This design comes from an exercise in tuning for small area and a short achievable clock period on the open sky130 flow, not from production work. The RTL was checked by simulation tests, not by an equivalence proof against the original design. The clock port is modelled as an ideal driver; clocking choices that lean on that would not hold on a real chip. Power and IR drop assume default switching activity.

Design mul, start of the top module:
module mul(clk,reset,opcode,go,
	   src_A,
	   src_B,
	   src_hilo,
	   rob_ptr_in,
	   gpr_prf_ptr_in,
	   hilo_prf_ptr_in,
	   y,complete,
	   rob_ptr_out,
	   gpr_prf_ptr_val_out,
	   gpr_prf_ptr_out,
	   hilo_prf_ptr_val_out,
	   hilo_prf_ptr_out);
   input logic clk;
   input logic reset;
   input logic [7:0] opcode;
   input logic go;
   input logic [31:0] src_A;
   input logic [31:0] src_B;
   input logic [63:0] src_hilo;
   input logic [5-1:0] rob_ptr_in;
   input logic [6-1:0] gpr_prf_ptr_in;
   input logic [2-1:0] hilo_prf_ptr_in;
   output logic [63:0] 			  y;
   output logic 			  complete;
   output logic [5-1:0] rob_ptr_out;
   output logic 		      gpr_prf_ptr_val_out;
   output logic [6-1:0] gpr_prf_ptr_out;
   output logic 			   hilo_prf_ptr_val_out;
   output logic [2-1:0] hilo_prf_ptr_out;
   wire t_is_mul   = (opcode == 8'd68);
   wire t_unsigned = (opcode == 8'd12);
   wire t_acc      = (opcode == 8'd66) | (opcode == 8'd69);
   wire t_msub     = (opcode == 8'd69);
   logic        r0_v, r0_mul;
   logic [31:0] r0_a;
   logic        r0_as;
   logic [63:0] r0_h;
   logic        r0_msub;
   logic [5-1:0] r0_rob;
   logic [6-1:0] r0_gpr;
   logic [2-1:0] r0_hptr;
   logic [16:0] r0_one, r0_two, r0_neg;
   wire [34:0] t_b = {{2{src_B[31] & ~t_unsigned}}, src_B, 1'b0};
   logic [16:0] t_one, t_two, t_neg;
   always_comb
     for (integer i = 0; i < 17; i = i + 1) begin
        t_one[i] = t_b[2*i+1] ^ t_b[2*i];
        t_two[i] = (t_b[2*i+2] ^ t_b[2*i+1]) & ~(t_b[2*i+1] ^ t_b[2*i]);
        t_neg[i] = t_b[2*i+2] ^ t_msub;
     end
   logic        r1_v, r1_mul;
   logic [190:0] r1_t;
   logic [5-1:0] r1_rob;
   logic [6-1:0] r1_gpr;
   logic [2-1:0] r1_hptr;
   logic        r2_v, r2_gv, r2_hv;
   logic [63:0] r2_y;
   logic [5-1:0] r2_rob;
   logic [6-1:0] r2_gpr;
   logic [2-1:0] r2_hptr;
   assign y = r2_y;
   assign complete = r2_v;
   assign gpr_prf_ptr_val_out = r2_gv;
   assign hilo_prf_ptr_val_out = r2_hv;
  ...
==> flow/config.mk <==
export PLATFORM = sky130hd
export DESIGN_NAME = mul
export DESIGN_NICKNAME = mul
export VERILOG_FILES = /design/flow/design.v
export SDC_FILE = /design/flow/constraint.sdc
export NUM_CORES = 4
export LEC_CHECK = 0
export CAP_MARGIN = 20
export CORE_MARGIN = 2
export CORE_UTILIZATION = 40
export CTS_BUF_LIST = sky130_fd_sc_hd__clkbuf_8
export PLACE_DENSITY = 0.75
export SLEW_MARGIN = 20
export SYNTH_HIERARCHICAL = 1
export SYNTH_MINIMUM_KEEP_SIZE = 0
==> flow/constraint.sdc <==
create_clock -name core_clock -period 10.5 [get_ports {clk}]
set_input_delay 2.1000 -clock core_clock [delete_from_list [all_inputs] [get_ports {clk}]]
set_output_delay 2.1000 -clock core_clock [all_outputs]
set_load 0.01 [all_outputs]
standard.sh (not shown) runs the stock make flow with config.mk's settings and CLKGATE_MAP_FILE= SYNTH_SCRIPT=/design/flow/synth_recipe.tcl, a recipe that flattens the netlist after the stock synthesis.
==> flow/flow/run.sh <==
#!/bin/bash
set -euo pipefail
bash standard.sh SETUP_SLACK_MARGIN=6.85 "BUFFER_PORTS_ARGS=-buffer_cell sky130_fd_sc_hd__buf_1" finish > make_finish.log 2>&1
The baseline finished clean.
Change:
==> flow/flow/run.sh (replaced) <==
#!/bin/bash
set -euo pipefail
bash standard.sh SETUP_SLACK_MARGIN=6.7 "BUFFER_PORTS_ARGS=-buffer_cell sky130_fd_sc_hd__buf_1" finish > make_finish.log 2>&1
--- a/flow/config.mk
+++ b/flow/config.mk
@@ -11,3 +11,2 @@
 export CTS_BUF_LIST = sky130_fd_sc_hd__clkbuf_8
-export PLACE_DENSITY = 0.75
 export SLEW_MARGIN = 20
Total power is lower by about 1.3%.
Setup slack is worse by 110 ps.
Hold slack degrades by 3.8 ps.
Die area does not change.
Clock power is lower by about 4%.
Design area is lower by about 0.8%.
Routed wire length is higher by about 2.7%.
Maximum frequency goes down by about 3%.
First-iteration DRC count decreases by about 16%.
Synthesized area does not change.
Change:
==> flow/flow/run.sh (replaced) <==
#!/bin/bash
set -euo pipefail
bash standard.sh SETUP_SLACK_MARGIN=6.5 "BUFFER_PORTS_ARGS=-buffer_cell sky130_fd_sc_hd__buf_2" finish > make_finish.log 2>&1
--- a/flow/config.mk
+++ b/flow/config.mk
@@ -10,3 +10,2 @@
 export CORE_UTILIZATION = 40
-export CTS_BUF_LIST = sky130_fd_sc_hd__clkbuf_8
 export SLEW_MARGIN = 20
What happened:
- worst setup slack got worse by 220 ps
- design area came out higher by about 0.5%
- clock power came out higher by about 10%
- sequential cell count stays the same
- hold slack improved by 5.8 ps
- total power came out higher by 0.50%
- combinational power came out lower by about 1%
- routed wire length came out lower by about 2.3%
- utilization came out higher by 0.23 points
Change:
==> flow/flow/run.sh (replaced) <==
#!/bin/bash
set -euo pipefail
bash standard.sh SETUP_SLACK_MARGIN=6.85 "BUFFER_PORTS_ARGS=-buffer_cell sky130_fd_sc_hd__buf_2" finish > make_finish.log 2>&1
=> Routed wire length rose by 2.2%; cell count stays flat; final area rose by 2.1%; power rose by 0.72%.


Setup of rev 12:
Another version of the RTL of mul (not shown whole).
Size in the first run: roughly 230 I/O pins.
export LEC_CHECK = 0
export CAP_MARGIN = 20
export CORE_MARGIN = 2
export CORE_UTILIZATION = 50
export CTS_CLUSTER_DIAMETER = 100
export CTS_CLUSTER_SIZE = 20
export PLACE_DENSITY = 0.75
export SLEW_MARGIN = 20
export SYNTH_HIERARCHICAL = 1
export SYNTH_MINIMUM_KEEP_SIZE = 0
create_clock -name core_clock -period 10.5 [get_ports {clk}]
==> flow/flow/run.sh <==
#!/bin/bash
set -euo pipefail
bash standard.sh SETUP_SLACK_MARGIN=6.85 "BUFFER_PORTS_ARGS=-buffer_cell sky130_fd_sc_hd__buf_1" MATCH_CELL_FOOTPRINT=0 finish > make_finish.log 2>&1
For rev 13, these inputs were changed with respect to rev 12:
==> flow/flow/run.sh <==
#!/bin/bash
set -euo pipefail
export SKEW_BUF=sky130_fd_sc_hd__clkbuf_16
bash standard.sh SETUP_SLACK_MARGIN=7.0 "BUFFER_PORTS_ARGS=-buffer_cell sky130_fd_sc_hd__buf_1" \
  "POST_CTS_TCL=$PWD/flow/skew.tcl" MATCH_CELL_FOOTPRINT=0 finish > make_finish.log 2>&1
==> flow/flow/skew.tcl (new file) <==
# Run after clock tree synthesis (POST_CTS_TCL): give the stage-1 registers (r1_*) their
# clock through one more small buffer per clock leaf, so they clock a little later than
# r0/r2. This moves slack from the r1 -> r2 paths to the r0 -> r1 paths. Only registers
# whose paths start and end at other registers are moved: r1_v, which reset feeds,
# keeps its clock.
set block [ord::get_db_block]
array unset grp
foreach inst [$block getInsts] {
  set n [$inst getName]
  if {![string match {r1_*} $n] || [string match {r1_v*} $n]} { continue }
  set it [$inst findITerm CLK]
  if {$it == "NULL"} { continue }
  set net [$it getNet]
  if {$net == "NULL"} { continue }
  lappend grp([$net getName]) $inst
}
set i 0
foreach netname [lsort [array names grp]] {
  set sx 0; set sy 0; set cnt 0
  foreach inst $grp($netname) {
    set loc [$inst getLocation]
    set sx [expr {$sx + [lindex $loc 0]}]
    set sy [expr {$sy + [lindex $loc 1]}]
    incr cnt
  }
  set dbu [$block getDbUnitsPerMicron]
  set x [expr {double($sx) / $cnt / $dbu}]
  set y [expr {double($sy) / $cnt / $dbu}]
  set pins {}
  foreach p [get_pins -of_objects [get_nets $netname]] {
    set pn [get_full_name $p]
    if {[string match {r1_*/CLK} $pn] && ![string match {r1_v*} $pn]} { lappend pins $p }
  }
  if {[llength $pins] == 0} { continue }
  set bsta [insert_buffer -buffer_cell $::env(SKEW_BUF) -net [get_nets $netname] -load_pins $pins \
    -location [list $x $y] -buffer_name skew_buf_$i -net_name skew_net_$i]
  set bi [sta::sta_to_db_inst $bsta]
  [[$bi findITerm X] getNet] setSigType CLOCK
  incr i
}
puts "skew: inserted $i buffers for the r1 registers"
detailed_placement
check_placement -verbose
estimate_parasitics -placement
report_clock_skew
==> comparison <==
Rev 13: full flow OK, the timing, DRC and antenna checks passed
Looking only at number of fill cells in the layout, and setting everything else aside, the higher value of rev 12 and rev 13 goes to rev 12.
Between rev 12 and rev 13, the post-route minimum period is higher for rev 12.
Delta (rev 13 minus rev 12): total detailed-routing wirelength now larger; met2 layer wire length in the routed design has increased; power has increased.
As far as critical path depth goes, rev 12 and rev 13 are indistinguishable; the numbers are identical.
On combinational fraction of design power, the lower figure sits with rev 13, not rev 12.
Rev 12 reports its critical path launch point as r0_a[30] while rev 13 reports r0_two[0].
Of rev 12 and rev 13, the run reporting the lower reg-to-reg setup timing slack was rev 12.


## job 6786
RTL: one of the versions met above, not the one the previous note started from.
Size: roughly 230 I/O pins.
// mul
module mul(clk,reset,opcode,go,
	   src_A,
	   src_B,
	   src_hilo,
	   rob_ptr_in,
	   gpr_prf_ptr_in,
	   hilo_prf_ptr_in,
	   y,complete,
	   rob_ptr_out,
	   gpr_prf_ptr_val_out,
	   gpr_prf_ptr_out,
	   hilo_prf_ptr_val_out,
	   hilo_prf_ptr_out);
export LEC_CHECK = 0
export CAP_MARGIN = 20
export CORE_MARGIN = 2
export CORE_UTILIZATION = 40
export SLEW_MARGIN = 20
export SYNTH_HIERARCHICAL = 1
export SYNTH_MINIMUM_KEEP_SIZE = 0
create_clock -name core_clock -period 10.5 [get_ports {clk}]
==> flow/flow/run.sh <==
#!/bin/bash
set -euo pipefail
bash standard.sh SETUP_SLACK_MARGIN=7.2 "BUFFER_PORTS_ARGS=-buffer_cell sky130_fd_sc_hd__buf_2" finish > make_finish.log 2>&1
Job 6786: full flow OK, the timing, DRC and antenna checks passed
Input changes introduced in job 4786 (baseline for comparison: job 6786):
- swapping 40 for 55 in CORE_UTILIZATION
- putting CTS_BUF_LIST at sky130_fd_sc_hd__clkbuf_8 where nothing was set
==> flow/flow/run.sh <==
#!/bin/bash
set -euo pipefail
bash standard.sh SETUP_SLACK_MARGIN=6.85 "BUFFER_PORTS_ARGS=-buffer_cell sky130_fd_sc_hd__buf_1" finish > make_finish.log 2>&1
Results
- Going from job 6786 to job 4786, the share of final layout cell area taken by non-clock buffers was found to have gone down by 5.7 points.
- Minimum setup slack in the final design: job 4786 vs job 6786 down 0.12 ns
- Job 4786 ends up with a time the final worst path needs with I/O delays and setup that is 0.12 ns higher than in job 6786.
Modified inputs, job 7472 compared to job 4786
- CORE_UTILIZATION changed from 55 to 40
Notes after the runs:
Re instance count after placement with tap cells included: job 4786 and job 7472 aren't equal, and the higher value belongs to job 7472. Between job 7472 and job 4786, it is job 7472 whose length in cells of the worst reg-to-reg path is lower, by 1. Summary of job 7472 over job 4786: final critical-path share of the clock period has remained practically unchanged; die area has increased. Via count of the first global-routing pass of job 7472 falls short of that of job 4786 by a few percent. The slowest stage cell on the critical path comes out fa_1 in one run and dfxtp_4 in the other, namely in job 4786 and job 7472 respectively. Taking job 4786 as the reference, in job 7472 all-layer global routing usage -7.9 points, setup slack after layout moved up, clock share of power lower. In job 7472, the number of buffer and inverter instances along the worst setup path came out 1 below the value in job 4786.
The inputs of job 6408 differ from those of job 7472 as listed below.
- CTS_BUF_LIST removed (was sky130_fd_sc_hd__clkbuf_8)
- CTS_CLUSTER_SIZE newly set to 50
- CORE_UTILIZATION changed from 40 to 55
==> flow/flow/run.sh <==
#!/bin/bash
set -euo pipefail
bash standard.sh SETUP_SLACK_MARGIN=7.2 "BUFFER_PORTS_ARGS=-buffer_cell sky130_fd_sc_hd__buf_2" finish > make_finish.log 2>&1
[summary]
- Internal power contribution was higher in job 6408 than in job 7472.
- Between job 7472 and job 6408, the combined area of the multi-input logic cells is lower for job 7472.
- The higher headroom to the max-slew limit of job 7472 and job 6408 is in job 7472.
- Compared to job 7472, job 6408 has first-pass GRT wire length about 6% higher.
- For job 6408, the critical path capture point was r1_t[90], unlike job 7472, where it was r1_t[107].
- Looking at area of the die, job 6408 sits about 27% below job 7472.
- The lower minimum clock period came out of job 6408.
- | number of cells traversed by the worst register-to-register path | higher: job 6408 |
- Job 6408: no failed stages, no open violations at the end
- Job 6408 ended with more global-route usage than job 7472.
- Between job 7472 and job 6408, setup slack increased.


Another version of the RTL of mul (not shown whole).
Size in the first run: ~430 flip-flops.
Design mul, start of the top module:
module mul(clk,reset,opcode,go,
	   src_A,
	   src_B,
	   src_hilo,
	   rob_ptr_in,
	   gpr_prf_ptr_in,
	   hilo_prf_ptr_in,
	   y,complete,
	   rob_ptr_out,
	   gpr_prf_ptr_val_out,
	   gpr_prf_ptr_out,
	   hilo_prf_ptr_val_out,
	   hilo_prf_ptr_out);
export LEC_CHECK = 0
export CAP_MARGIN = 20
export CORE_MARGIN = 2
export CORE_UTILIZATION = 50
export CTS_CLUSTER_DIAMETER = 100
export CTS_CLUSTER_SIZE = 20
export PLACE_DENSITY = 0.75
export SLEW_MARGIN = 20
export SYNTH_HIERARCHICAL = 1
export SYNTH_MINIMUM_KEEP_SIZE = 0
create_clock -name core_clock -period 10.5 [get_ports {clk}]
==> flow/flow/run.sh <==
#!/bin/bash
set -euo pipefail
bash standard.sh SETUP_SLACK_MARGIN=6.85 "BUFFER_PORTS_ARGS=-buffer_cell sky130_fd_sc_hd__buf_1" finish > make_finish.log 2>&1
The starting point ran to the end with no violations.
Change:
Settings changed: CTS_BUF_LIST set to sky130_fd_sc_hd__clkbuf_8, CTS_CLUSTER_DIAMETER 100 to not set, CTS_CLUSTER_SIZE 20 to not set.
Effect: The new run completed without violations. Via count goes up by 1.7%. Power goes up by 5.1%. Die area is unchanged. Flip-flop and latch count is unchanged. Register-to-register slack loses 20 ps. Clock power goes up by 54%. Synthesized area does not change.


== the baseline ==
mul with an RTL version that a note above also has.
Size in the first run: roughly 3,200 cells after synthesis, roughly 450 flip-flops, roughly 230 I/O pins, about 0.036 mm2 of cells after synthesis.
export LEC_CHECK = 0
export CAP_MARGIN = 20
export CORE_MARGIN = 2
export CORE_UTILIZATION = 40
export SLEW_MARGIN = 20
export SYNTH_HIERARCHICAL = 1
export SYNTH_MINIMUM_KEEP_SIZE = 0
create_clock -name core_clock -period 10.5 [get_ports {clk}]
==> flow/flow/run.sh <==
#!/bin/bash
set -euo pipefail
bash standard.sh SETUP_SLACK_MARGIN=7.0 "BUFFER_PORTS_ARGS=-buffer_cell sky130_fd_sc_hd__buf_2" finish > make_finish.log 2>&1
The baseline finished every stage and its layout cleared the timing, DRC and antenna checks.
Input-level comparison between the candidate and the baseline:
==> flow/flow/run.sh <==
#!/bin/bash
set -euo pipefail
bash standard.sh SETUP_SLACK_MARGIN=6.7 "BUFFER_PORTS_ARGS=-buffer_cell sky130_fd_sc_hd__buf_2" finish > make_finish.log 2>&1
Notes after the runs:
Looking at critical path's slowest cell, the sky130_fd_sc_hd__dfxtp_2 result is from the candidate; the sky130_fd_sc_hd__fa_1 one comes from the baseline. Compared with the baseline, in the candidate final worst setup slack went down; maximum achievable frequency went down; total sequential power did not really move.


RTL: one of the versions met above, not the one the previous note started from.
For scale: about 230 I/O pins.
==> flow/config.mk <==
export PLATFORM = sky130hd
export DESIGN_NAME = mul
export DESIGN_NICKNAME = mul
export VERILOG_FILES = /design/flow/design.v
export SDC_FILE = /design/flow/constraint.sdc
export NUM_CORES = 4
export LEC_CHECK = 0
export CAP_MARGIN = 20
export CORE_MARGIN = 2
export CORE_UTILIZATION = 50
export CTS_CLUSTER_DIAMETER = 100
export CTS_CLUSTER_SIZE = 20
export PLACE_DENSITY = 0.75
export SLEW_MARGIN = 20
export SYNTH_HIERARCHICAL = 1
export SYNTH_MINIMUM_KEEP_SIZE = 0
==> flow/constraint.sdc <==
create_clock -name core_clock -period 10.5 [get_ports {clk}]
set_input_delay 2.1000 -clock core_clock [delete_from_list [all_inputs] [get_ports {clk}]]
set_output_delay 2.1000 -clock core_clock [all_outputs]
set_load 0.01 [all_outputs]
==> flow/flow/run.sh <==
#!/bin/bash
set -euo pipefail
bash standard.sh SETUP_SLACK_MARGIN=6.85 "BUFFER_PORTS_ARGS=-buffer_cell sky130_fd_sc_hd__buf_1" finish > make_finish.log 2>&1
The baseline finished clean.
Rerun with:
==> flow/flow/run.sh (replaced) <==
#!/bin/bash
set -euo pipefail
export SKEW_BUF=sky130_fd_sc_hd__clkbuf_16
bash standard.sh SETUP_SLACK_MARGIN=7.15 "BUFFER_PORTS_ARGS=-buffer_cell sky130_fd_sc_hd__buf_1" \
  "POST_CTS_TCL=$PWD/flow/skew.tcl" MATCH_CELL_FOOTPRINT=0 finish > make_finish.log 2>&1
==> flow/flow/skew.tcl (new file) <==
# Run after clock tree synthesis (POST_CTS_TCL): give the stage-1 registers (r1_*) their
# clock through one more small buffer per clock leaf, so they clock a little later than
# r0/r2. This moves slack from the r1 -> r2 paths to the r0 -> r1 paths. Only registers
# whose paths start and end at other registers are moved: r1_v, which reset feeds,
# keeps its clock.
set block [ord::get_db_block]
array unset grp
foreach inst [$block getInsts] {
  set n [$inst getName]
  if {![string match {r1_*} $n] || [string match {r1_v*} $n]} { continue }
  set it [$inst findITerm CLK]
  if {$it == "NULL"} { continue }
  set net [$it getNet]
  if {$net == "NULL"} { continue }
  lappend grp([$net getName]) $inst
}
set i 0
foreach netname [lsort [array names grp]] {
  set sx 0; set sy 0; set cnt 0
  foreach inst $grp($netname) {
    set loc [$inst getLocation]
    set sx [expr {$sx + [lindex $loc 0]}]
    set sy [expr {$sy + [lindex $loc 1]}]
    incr cnt
  }
  set dbu [$block getDbUnitsPerMicron]
  set x [expr {double($sx) / $cnt / $dbu}]
  set y [expr {double($sy) / $cnt / $dbu}]
  set pins {}
  foreach p [get_pins -of_objects [get_nets $netname]] {
    set pn [get_full_name $p]
    if {[string match {r1_*/CLK} $pn] && ![string match {r1_v*} $pn]} { lappend pins $p }
  }
  if {[llength $pins] == 0} { continue }
  set bsta [insert_buffer -buffer_cell $::env(SKEW_BUF) -net [get_nets $netname] -load_pins $pins \
    -location [list $x $y] -buffer_name skew_buf_$i -net_name skew_net_$i]
  set bi [sta::sta_to_db_inst $bsta]
  [[$bi findITerm X] getNet] setSigType CLOCK
  incr i
}
puts "skew: inserted $i buffers for the r1 registers"
detailed_placement
check_placement -verbose
estimate_parasitics -placement
report_clock_skew
Wire length goes up by 10%.
Utilization goes up by 3.7 points.
Power goes up by 12%.
Die area stays the same.
Sequential power hardly moves.
Rerun with:
==> flow/flow/run.sh (replaced) <==
#!/bin/bash
set -euo pipefail
bash standard.sh SETUP_SLACK_MARGIN=7.0 "BUFFER_PORTS_ARGS=-buffer_cell sky130_fd_sc_hd__buf_1" MATCH_CELL_FOOTPRINT=0 finish > make_finish.log 2>&1
removed: flow/flow/skew.tcl
What happened:
- synthesized cell count is unchanged
- cell area decreases by 2.9%
- die area is unchanged
- area after synthesis stays the same
- routed wire length falls by 2.6%
- fmax came out lower by 2.1%
- setup slack got worse by 0.072 ns
- critical path depth drops by 4
- global-route usage shrinks by 1.4 points

[static timing again, ports no longer ideal]
The flow's constraints put no driver on any port. The routed layouts listed below were extracted and timed again, unchanged, in two steps. Step 1 sets driving cells, clkbuf_16 on the clock port and buf_2 on the other inputs (assumed; they add their load-dependent delay and slew). Step 2, shift: input delay + t, output delay - t, t = (earliest + latest rising clock arrival at the registers) / 2. This alone moves slack from input paths to output paths. Slacks: ideal ports / drivers / drivers and shift; pairs: ideal ports / drivers.
run | shift t [ns] | slack for setup (ns) | worst setup path after step 2 | clock arrival spread, ns | pins driven straight from the clock port
the first run of note 1 | 0.772 | 6.861 / 6.861 / 6.861 | register to register | 0.065 / 0.065 | 1
the second run of note 1 | 0.764 | 6.754 / 6.754 / 6.745 | input to register | 0.059 / 0.059 | 1
the third run of note 1 | 0.674 | 6.539 / 6.539 / 6.539 | register to register | 0.038 / 0.039 | 1
the fourth run of note 1 | 0.677 | 6.872 / 6.872 / 6.745 | input to register | 0.036 / 0.037 | 1
rev 12 | 0.674 | 6.854 / 6.854 / 6.568 | input to register | 0.029 / 0.029 | 1
rev 13 | 0.740 | 7.020 / 7.020 / 6.488 | input to register | 0.176 / 0.176 | 1
job 6786 | 0.697 | 7.005 / 7.005 / 6.841 | input to register | 0.043 / 0.043 | 1
job 4786 | 0.742 | 6.883 / 6.883 / 6.861 | input to register | 0.050 / 0.051 | 1
job 7472 | 0.770 | 6.893 / 6.893 / 6.760 | input to register | 0.058 / 0.058 | 1
job 6408 | 0.672 | 6.945 / 6.945 / 6.783 | input to register | 0.029 / 0.030 | 1
the first run of note 4 | 0.675 | 6.870 / 6.870 / 6.596 | input to register | 0.016 / 0.016 | 1
the second run of note 4 | 0.756 | 6.852 / 6.852 / 6.549 | input to register | 0.057 / 0.057 | 1
the baseline | 0.681 | 6.980 / 6.980 / 6.750 | input to register | 0.039 / 0.039 | 1
the candidate | 0.675 | 6.742 / 6.742 / 6.742 | register to register | 0.034 / 0.034 | 1
the first run of note 6 | 0.674 | 6.854 / 6.854 / 6.568 | input to register | 0.029 / 0.029 | 1
the second run of note 6 | 0.748 | 7.080 / 7.080 / 6.541 | input to register | 0.192 / 0.192 | 1
the third run of note 6 | 0.684 | 7.008 / 7.008 / 6.535 | input to register | 0.028 / 0.028 | 1
After both steps setup and hold are still met in every run listed. For the second run of note 6, which loses most, drivers alone change the setup slack by 0.000 ns; drivers and shift together by -0.539 ns.
